What follows belongs to an exercise in optimizing a design on an open flow for small area, a short achievable clock period and few clock cycles; a production flow would make more cautious choices. RTL that was checked went through simulation tests only; none was proved equivalent to the original. The clock input has no modelled driver; a real chip could not lean on it and would need a root buffer or a full tree. Power is estimated from default activity; no workload was simulated.

## axi4_lite_slave_wrapper
module axi4_lite_slave_wrapper #(
  parameter int ADDR_WIDTH = 32,
  parameter int DATA_WIDTH = 32
)(
  input  logic                      aclk,
  input  logic                      aresetn,
  input  logic [ADDR_WIDTH-1:0]     s_axi_awaddr,
  input  logic [2:0]                s_axi_awprot,
  input  logic                      s_axi_awvalid,
  output logic                      s_axi_awready,
  input  logic [DATA_WIDTH-1:0]     s_axi_wdata,
  input  logic [DATA_WIDTH/8-1:0]   s_axi_wstrb,
  input  logic                      s_axi_wvalid,
  output logic                      s_axi_wready,
  output logic [1:0]                s_axi_bresp,
  output logic                      s_axi_bvalid,
  input  logic                      s_axi_bready,
  input  logic [ADDR_WIDTH-1:0]     s_axi_araddr,
  input  logic [2:0]                s_axi_arprot,
  input  logic                      s_axi_arvalid,
  output logic                      s_axi_arready,
  output logic [DATA_WIDTH-1:0]     s_axi_rdata,
  output logic [1:0]                s_axi_rresp,
  output logic                      s_axi_rvalid,
  input  logic                      s_axi_rready
);
For scale: roughly 180 flip-flops, about 0.0076 mm^2 of cells after synthesis.
export LEC_CHECK = 0
export CAP_MARGIN = 20
export CORE_MARGIN = 2
export CORE_UTILIZATION = 40
export SETUP_SLACK_MARGIN = 1.5
export SLEW_MARGIN = 20
create_clock -name core_clock -period 3.0 [get_ports {aclk}]
run.sh (not shown) runs the stock make flow with config.mk's settings and CLKGATE_MAP_FILE= SYNTH_SCRIPT=/design/flow/synth_recipe.tcl, a recipe that flattens the netlist after the stock synthesis.
The first run ran to the end with no violations.
Testbench counts at the start, summed over its fixed seeds: cycles 3,216.
Next try:
SETUP_SLACK_MARGIN = not set   (was 1.5)
Effect: The changed run produced a clean layout. Cell area goes down by 11%. Clock power goes up by about 6%. Combinational power goes down by 35%. Hold slack is worse by 0.026 ns. Routed wire length goes down by 11%. Global-route usage goes down by 2.6 points. Clock skew barely changes. Via count goes down by 4.1%. Total power goes down by 8.9%.

Setup of lane 1:
axi4_lite_slave_wrapper, a different RTL version from the one above (not shown whole).
For scale: about 620 cells after synthesis, ~210 flip-flops, roughly 150 I/O pins, ~8200 um^2 of cells after synthesis.
==> flow/config.mk <==
export PLATFORM = sky130hd
export DESIGN_NAME = axi4_lite_slave_wrapper
export DESIGN_NICKNAME = axi4_lite_slave_wrapper
export VERILOG_FILES = /design/flow/design.v
export SDC_FILE = /design/flow/constraint.sdc
export NUM_CORES = 4
export LEC_CHECK = 0
export CAP_MARGIN = 20
export CORE_MARGIN = 2
export CORE_UTILIZATION = 40
export SETUP_SLACK_MARGIN = 1.45
export SLEW_MARGIN = 20
export TNS_END_PERCENT = 0
==> flow/constraint.sdc <==
create_clock -name core_clock -period 3.0 [get_ports {aclk}]
set_input_delay 0.6000 -clock core_clock [delete_from_list [all_inputs] [get_ports {aclk}]]
set_output_delay 0.6000 -clock core_clock [all_outputs]
set_load 0.01 [all_outputs]
standard.sh (not shown) runs the stock make flow with config.mk's settings and CLKGATE_MAP_FILE= SYNTH_SCRIPT=/design/flow/synth_recipe.tcl, a recipe that flattens the netlist after the stock synthesis.
==> flow/flow/run.sh <==
#!/bin/bash
# Standard ORFS layout, with buf_1 port buffers, resizing not tied to cell
# footprints, a hand-built three-level clock tree (flow/cts_pre.tcl) and
# stronger drives on high-fanout logic (flow/cts_post.tcl).
set -euo pipefail
cd "$(dirname "$0")/.."
export FLOW_CTS_LEAVES=16
export FLOW_CTS_LEAF=sky130_fd_sc_hd__clkbuf_8
export FLOW_CTS_MIDS=4
export FLOW_CTS_MID=sky130_fd_sc_hd__clkbuf_8
bash standard.sh \
  "BUFFER_PORTS_ARGS=-buffer_cell sky130_fd_sc_hd__buf_1" \
  MATCH_CELL_FOOTPRINT=0 \
  "PRE_CTS_TCL=$(pwd)/flow/cts_pre.tcl" \
  "POST_CTS_TCL=$(pwd)/flow/cts_post.tcl" \
  finish > flow_orfs.log 2>&1
==> flow/flow/clock_tree.tcl <==
# Build a two-level clock tree by hand: K leaf buffers at the centroids of a
# k-means clustering of the clock sinks, fed directly by the clock port (K<=4)
# or through a root buffer.
proc kmeans {pts K} {
  set n [llength $pts]
  set order [lsort -real -index 0 $pts]
  set cent {}
  for {set k 0} {$k < $K} {incr k} {
    lappend cent [lindex $order [expr {int(($k + 0.5) * $n / $K)}]]
  }
  for {set iter 0} {$iter < 50} {incr iter} {
    set asg {}
    foreach p $pts {
      set best 0; set bd 1e30
      for {set k 0} {$k < $K} {incr k} {
        set c [lindex $cent $k]
        set d [expr {abs([lindex $p 0]-[lindex $c 0]) + abs([lindex $p 1]-[lindex $c 1])}]
        if {$d < $bd} { set bd $d; set best $k }
      }
      lappend asg $best
    }
    set sx {}; set sy {}; set cnt {}
    for {set k 0} {$k < $K} {incr k} { lappend sx 0.0; lappend sy 0.0; lappend cnt 0 }
    foreach p $pts a $asg {
      lset sx $a [expr {[lindex $sx $a] + [lindex $p 0]}]
      lset sy $a [expr {[lindex $sy $a] + [lindex $p 1]}]
      lset cnt $a [expr {[lindex $cnt $a] + 1}]
    }
    set new {}
    for {set k 0} {$k < $K} {incr k} {
      if {[lindex $cnt $k] > 0} {
        lappend new [list [expr {[lindex $sx $k]/[lindex $cnt $k]}] [expr {[lindex $sy $k]/[lindex $cnt $k]}]]
      } else { lappend new [lindex $cent $k] }
    }
    set cent $new
  }
  return [list $cent $asg $cnt]
}

proc build_clock_tree {clk_port K leaf_master root_master} {
  set db [ord::get_db]
  set block [ord::get_db_block]
  set net [[$block findBTerm $clk_port] getNet]
  set sinks {}
  foreach it [$net getITerms] {
    if {[$it isInputSignal]} { lappend sinks $it }
  }
  set pts {}
  foreach it $sinks {
    set bb [[$it getInst] getBBox]
    lappend pts [list [expr {([$bb xMin]+[$bb xMax])/2.0}] [expr {([$bb yMin]+[$bb yMax])/2.0}]]
  }
  set n [llength $pts]
  # k-means, seeded along the x axis after sorting
  set order [lsort -real -index 0 $pts]
  set cent {}
  for {set k 0} {$k < $K} {incr k} {
    lappend cent [lindex $order [expr {int(($k + 0.5) * $n / $K)}]]
  }
  for {set iter 0} {$iter < 50} {incr iter} {
    set asg {}
    foreach p $pts {
      set best 0; set bd 1e30
      for {set k 0} {$k < $K} {incr k} {
        set c [lindex $cent $k]
        set d [expr {abs([lindex $p 0]-[lindex $c 0]) + abs([lindex $p 1]-[lindex $c 1])}]
        if {$d < $bd} { set bd $d; set best $k }
      }
      lappend asg $best
    }
    set sx {}; set sy {}; set cnt {}
    for {set k 0} {$k < $K} {incr k} { lappend sx 0.0; lappend sy 0.0; lappend cnt 0 }
    foreach p $pts a $asg {
      lset sx $a [expr {[lindex $sx $a] + [lindex $p 0]}]
      lset sy $a [expr {[lindex $sy $a] + [lindex $p 1]}]
      lset cnt $a [expr {[lindex $cnt $a] + 1}]
    }
    set new {}
    for {set k 0} {$k < $K} {incr k} {
      if {[lindex $cnt $k] > 0} {
        lappend new [list [expr {[lindex $sx $k]/[lindex $cnt $k]}] [expr {[lindex $sy $k]/[lindex $cnt $k]}]]
      } else { lappend new [lindex $cent $k] }
    }
    set cent $new
  }
  puts "clock tree: $n sinks, cluster sizes $cnt"
  set lm [$db findMaster $leaf_master]
  set feed $net
  if {$root_master ne ""} {
    set rm [$db findMaster $root_master]
    set root [odb::dbInst_create $block $rm "cts_root"]
    set cx 0.0; set cy 0.0
    foreach c $cent { set cx [expr {$cx + [lindex $c 0]}]; set cy [expr {$cy + [lindex $c 1]}] }
    $root setLocation [expr {int($cx/$K)}] [expr {int($cy/$K)}]
    $root setPlacementStatus PLACED
    [$root findITerm A] connect $net
    set feed [odb::dbNet_create $block "clknet_root"]
    $feed setSigType CLOCK
    [$root findITerm X] connect $feed
  }
  for {set k 0} {$k < $K} {incr k} {
    set b [odb::dbInst_create $block $lm "cts_leaf_$k"]
    set c [lindex $cent $k]
    $b setLocation [expr {int([lindex $c 0])}] [expr {int([lindex $c 1])}]
    $b setPlacementStatus PLACED
    [$b findITerm A] connect $feed
    set ln [odb::dbNet_create $block "clknet_leaf_$k"]
    $ln setSigType CLOCK
    [$b findITerm X] connect $ln
    set leafnet($k) $ln
  }
  foreach it $sinks a $asg {
    $it disconnect
    $it connect $leafnet($a)
  }
  $net setSigType CLOCK
}

# Port -> M middle buffers -> K leaf buffers -> sinks (M <= 4: the port feeds them directly).
proc build_clock_tree3 {clk_port M mid_master K leaf_master} {
  set db [ord::get_db]
  set block [ord::get_db_block]
  set net [[$block findBTerm $clk_port] getNet]
  set sinks {}
  foreach it [$net getITerms] { if {[$it isInputSignal]} { lappend sinks $it } }
  set pts {}
  foreach it $sinks {
    set bb [[$it getInst] getBBox]
    lappend pts [list [expr {([$bb xMin]+[$bb xMax])/2.0}] [expr {([$bb yMin]+[$bb yMax])/2.0}]]
  }
  lassign [kmeans $pts $K] lcent lasg lcnt
  lassign [kmeans $lcent $M] mcent masg mcnt
  puts "clock tree: [llength $sinks] sinks, leaf clusters $lcnt, middle groups $mcnt"
  set mm [$db findMaster $mid_master]
  set lm [$db findMaster $leaf_master]
  for {set m 0} {$m < $M} {incr m} {
    set b [odb::dbInst_create $block $mm "cts_mid_$m"]
    set c [lindex $mcent $m]
    $b setLocation [expr {int([lindex $c 0])}] [expr {int([lindex $c 1])}]
    $b setPlacementStatus PLACED
    [$b findITerm A] connect $net
    set mn [odb::dbNet_create $block "clknet_mid_$m"]
    $mn setSigType CLOCK
    [$b findITerm X] connect $mn
    set midnet($m) $mn
  }
  for {set k 0} {$k < $K} {incr k} {
    set b [odb::dbInst_create $block $lm "cts_leaf_$k"]
    set c [lindex $lcent $k]
    $b setLocation [expr {int([lindex $c 0])}] [expr {int([lindex $c 1])}]
    $b setPlacementStatus PLACED
    [$b findITerm A] connect $midnet([lindex $masg $k])
    set ln [odb::dbNet_create $block "clknet_leaf_$k"]
    $ln setSigType CLOCK
    [$b findITerm X] connect $ln
    set leafnet($k) $ln
  }
  foreach it $sinks a $lasg {
    $it disconnect
    $it connect $leafnet($a)
  }
  $net setSigType CLOCK
}
==> flow/flow/cts_post.tcl <==
# Sourced by ORFS's cts.tcl (POST_CTS_TCL) after its timing repair: gives a
# stronger drive to single-drive logic cells that fan out to four or more
# pins (the wide enables and selects), then legalises the placement again.
set my_n 0
foreach inst [get_cells *] {
  set m [get_property $inst ref_name]
  if {![regexp {^sky130_fd_sc_hd__(nand|nor|and|or|a2|a3|o2|o3|inv|buf|mux2)[a-z0-9_]*_1$} $m]} continue
  set out [get_pins -of_objects $inst -filter "direction==output"]
  set fo [llength [get_pins -of_objects [get_nets -of_objects $out] -filter "direction==input"]]
  if {$fo < 4} continue
  regsub {_1$} $m {_2} m2
  set lc [get_lib_cells -quiet */$m2]
  if {[llength $lc]} { replace_cell $inst $lc; incr my_n }
}
puts "cts_post.tcl: upsized $my_n cells"
detailed_placement
estimate_parasitics -placement
Other scripts of this flow, unchanged in this note and not shown: flow/flow/cts_pre.tcl
Input-level comparison between lane 2 and lane 1:
-- flow/config.mk --
<<< lane 1, line 10
export CORE_UTILIZATION = 40
export SETUP_SLACK_MARGIN = 1.45
export SLEW_MARGIN = 20
>>> lane 2, line 10
export CORE_UTILIZATION = 40
export SETUP_SLACK_MARGIN = 1.55
export SLEW_MARGIN = 20
Results
On width of the die, lane 1 and lane 2 are neck and neck. Lane 2 vs. lane 1: highest achievable clock rate saw a decrease, worst hold margin saw little to no change, total power saw little to no change. Against lane 1, lane 2 reports a met1 wire length that is higher. Cmp lane 1 and lane 2 / setup slack / lower: lane 2.
> inputs changed (lane 2 -> lane 3)
-- flow/flow/run.sh --
<<< lane 2, line 2
# Standard ORFS layout, with buf_1 port buffers, resizing not tied to cell
# footprints, a hand-built three-level clock tree (flow/cts_pre.tcl) and
# stronger drives on high-fanout logic (flow/cts_post.tcl).
>>> lane 3, line 2
# Standard ORFS layout, with buf_1 port buffers, resizing not tied to cell
# footprints, a hand-built clock tree (port -> 4 -> 16 buffers) (flow/cts_pre.tcl) and
# stronger drives on high-fanout logic (flow/cts_post.tcl).
-- flow/flow/clock_tree.tcl --
<<< lane 2, line 131
  lassign [kmeans $pts $K] lcent lasg lcnt
  lassign [kmeans $lcent $M] mcent masg mcnt
  puts "clock tree: [llength $sinks] sinks, leaf clusters $lcnt, middle groups $mcnt"
>>> lane 3, line 131
  lassign [kmeans $pts $K] lcent lasg lcnt
  # the leaves go to the M middle buffers in equal groups: sorted by x into
  # columns, each column sorted by y
  set cols [expr {$M >= 4 ? 2 : 1}]
  set per [expr {$K / $M}]
  set idx {}
  for {set k 0} {$k < $K} {incr k} { lappend idx [list $k {*}[lindex $lcent $k]] }
  set idx [lsort -real -index 1 $idx]
  set masg [lrepeat $K 0]
  set g 0
  set colsize [expr {$K / $cols}]
  for {set c 0} {$c < $cols} {incr c} {
    set col [lsort -real -index 2 [lrange $idx [expr {$c * $colsize}] [expr {($c + 1) * $colsize - 1}]]]
    for {set i 0} {$i < [llength $col]} {incr i} {
      lset masg [lindex $col $i 0] [expr {$g + $i / $per}]
    }
    incr g [expr {$colsize / $per}]
  }
  set mcent {}; set mcnt {}
  for {set m 0} {$m < $M} {incr m} {
    set sx 0.0; set sy 0.0; set n 0
    for {set k 0} {$k < $K} {incr k} {
      if {[lindex $masg $k] == $m} {
        set sx [expr {$sx + [lindex $lcent $k 0]}]; set sy [expr {$sy + [lindex $lcent $k 1]}]; incr n
      }
    }
    lappend mcent [list [expr {$sx / $n}] [expr {$sy / $n}]]
    lappend mcnt $n
  }
  puts "clock tree: [llength $sinks] sinks, leaf clusters $lcnt, middle groups $mcnt"
-- flow/flow/cts_post.tcl --
<<< lane 2, line 2
# stronger drive to single-drive logic cells that fan out to four or more
# pins (the wide enables and selects), then legalises the placement again.
set my_n 0
>>> lane 3, line 2
# stronger drive to single-drive logic cells that fan out to four or more
# pins (the wide enables and selects) and to buffers that fan out to six or
# more, then legalises the placement again.
set my_n 0
<<< lane 2, line 14
}
puts "cts_post.tcl: upsized $my_n cells"
>>> lane 3, line 15
}
# buffers that fan out to six or more pins (port buffers and the buffers
# placement added after them) get a buf_8
foreach inst [get_cells *] {
  set m [get_property $inst ref_name]
  if {![regexp {^sky130_fd_sc_hd__(buf|clkbuf)_[124]$} $m]} continue
  if {[string match cts_* [get_full_name $inst]]} continue
  set out [get_pins -of_objects $inst -filter "direction==output"]
  set fo [llength [get_pins -of_objects [get_nets -of_objects $out] -filter "direction==input"]]
  if {$fo < 6} continue
  set lc [get_lib_cells -quiet */sky130_fd_sc_hd__buf_8]
  if {[llength $lc]} { replace_cell $inst $lc; incr my_n }
}
puts "cts_post.tcl: upsized $my_n cells"
-- flow/config.mk --
<<< lane 2, line 10
export CORE_UTILIZATION = 40
export SETUP_SLACK_MARGIN = 1.55
export SLEW_MARGIN = 20
>>> lane 3, line 10
export CORE_UTILIZATION = 40
export SETUP_SLACK_MARGIN = 1.45
export SLEW_MARGIN = 20
Against lane 2, lane 3 reports a post-layout utilization of the core that is higher.
Comparing lane 2 and lane 3, the lower area added between synthesis and finish is on lane 2.
Lane 3 vs lane 2 — wire length on met3 dropped by a few percent
Register-to-register setup slack of lane 3 is on par with lane 2.
Final cell area: lane 3 above lane 2
Between lane 2 and lane 3, the clock group power figures differ only marginally.
Looking only at minimum clock period after layout, and setting everything else aside, the higher value of lane 2 and lane 3 goes to lane 2.
The final net count on lane 3 is in line with that on lane 2.
Setup slack: lane 3 more than lane 2
Portion of the clock cycle consumed by the worst path in the final layout in lane 3 vs lane 2: down 0.77 points
In lane 3 relative to lane 2, routed wire length on met2 had gone up slightly.
Function was not checked in any run of this note: the RTL went through the layout flow alone. In every run of this note, the design's own scripts or RTL, not TritonCTS, make the clock network.

[what the ideal ports hide]
The flow's constraints put no driver on any port. The routed layouts listed below were extracted and timed again, unchanged, in two steps. Step 1 sets driving cells, clkbuf_16 on the clock port and buf_2 on the other inputs (assumed; they add their load-dependent delay and slew). Step 2 moves the port delays by t, midway between the first and last clock arrival at a register: inputs arrive t later, outputs are due t later. That takes back most of the time a late clock gives input paths. a / b / c = ideal ports / drivers / drivers and shift; a / b = the first two.
run | t, ns | setup WS [ns] | pins driven straight from the clock port
the first run of note 1 | 0.470 | 1.026 / 1.026 / 0.655 | 1
the second run of note 1 | 0.460 | 0.769 / 0.728 / 0.330 | 1
lane 1 | 0.388 | 1.368 / 1.422 / 1.044 | 4
lane 2 | 0.389 | 1.357 / 1.422 / 1.036 | 4
lane 3 | 0.372 | 1.380 / 1.422 / 1.056 | 4
After both steps setup and hold are still met in every run listed. The setup slack of the second run of note 1, which loses most, moves by -0.041 ns with the drivers and by -0.439 ns with both steps.
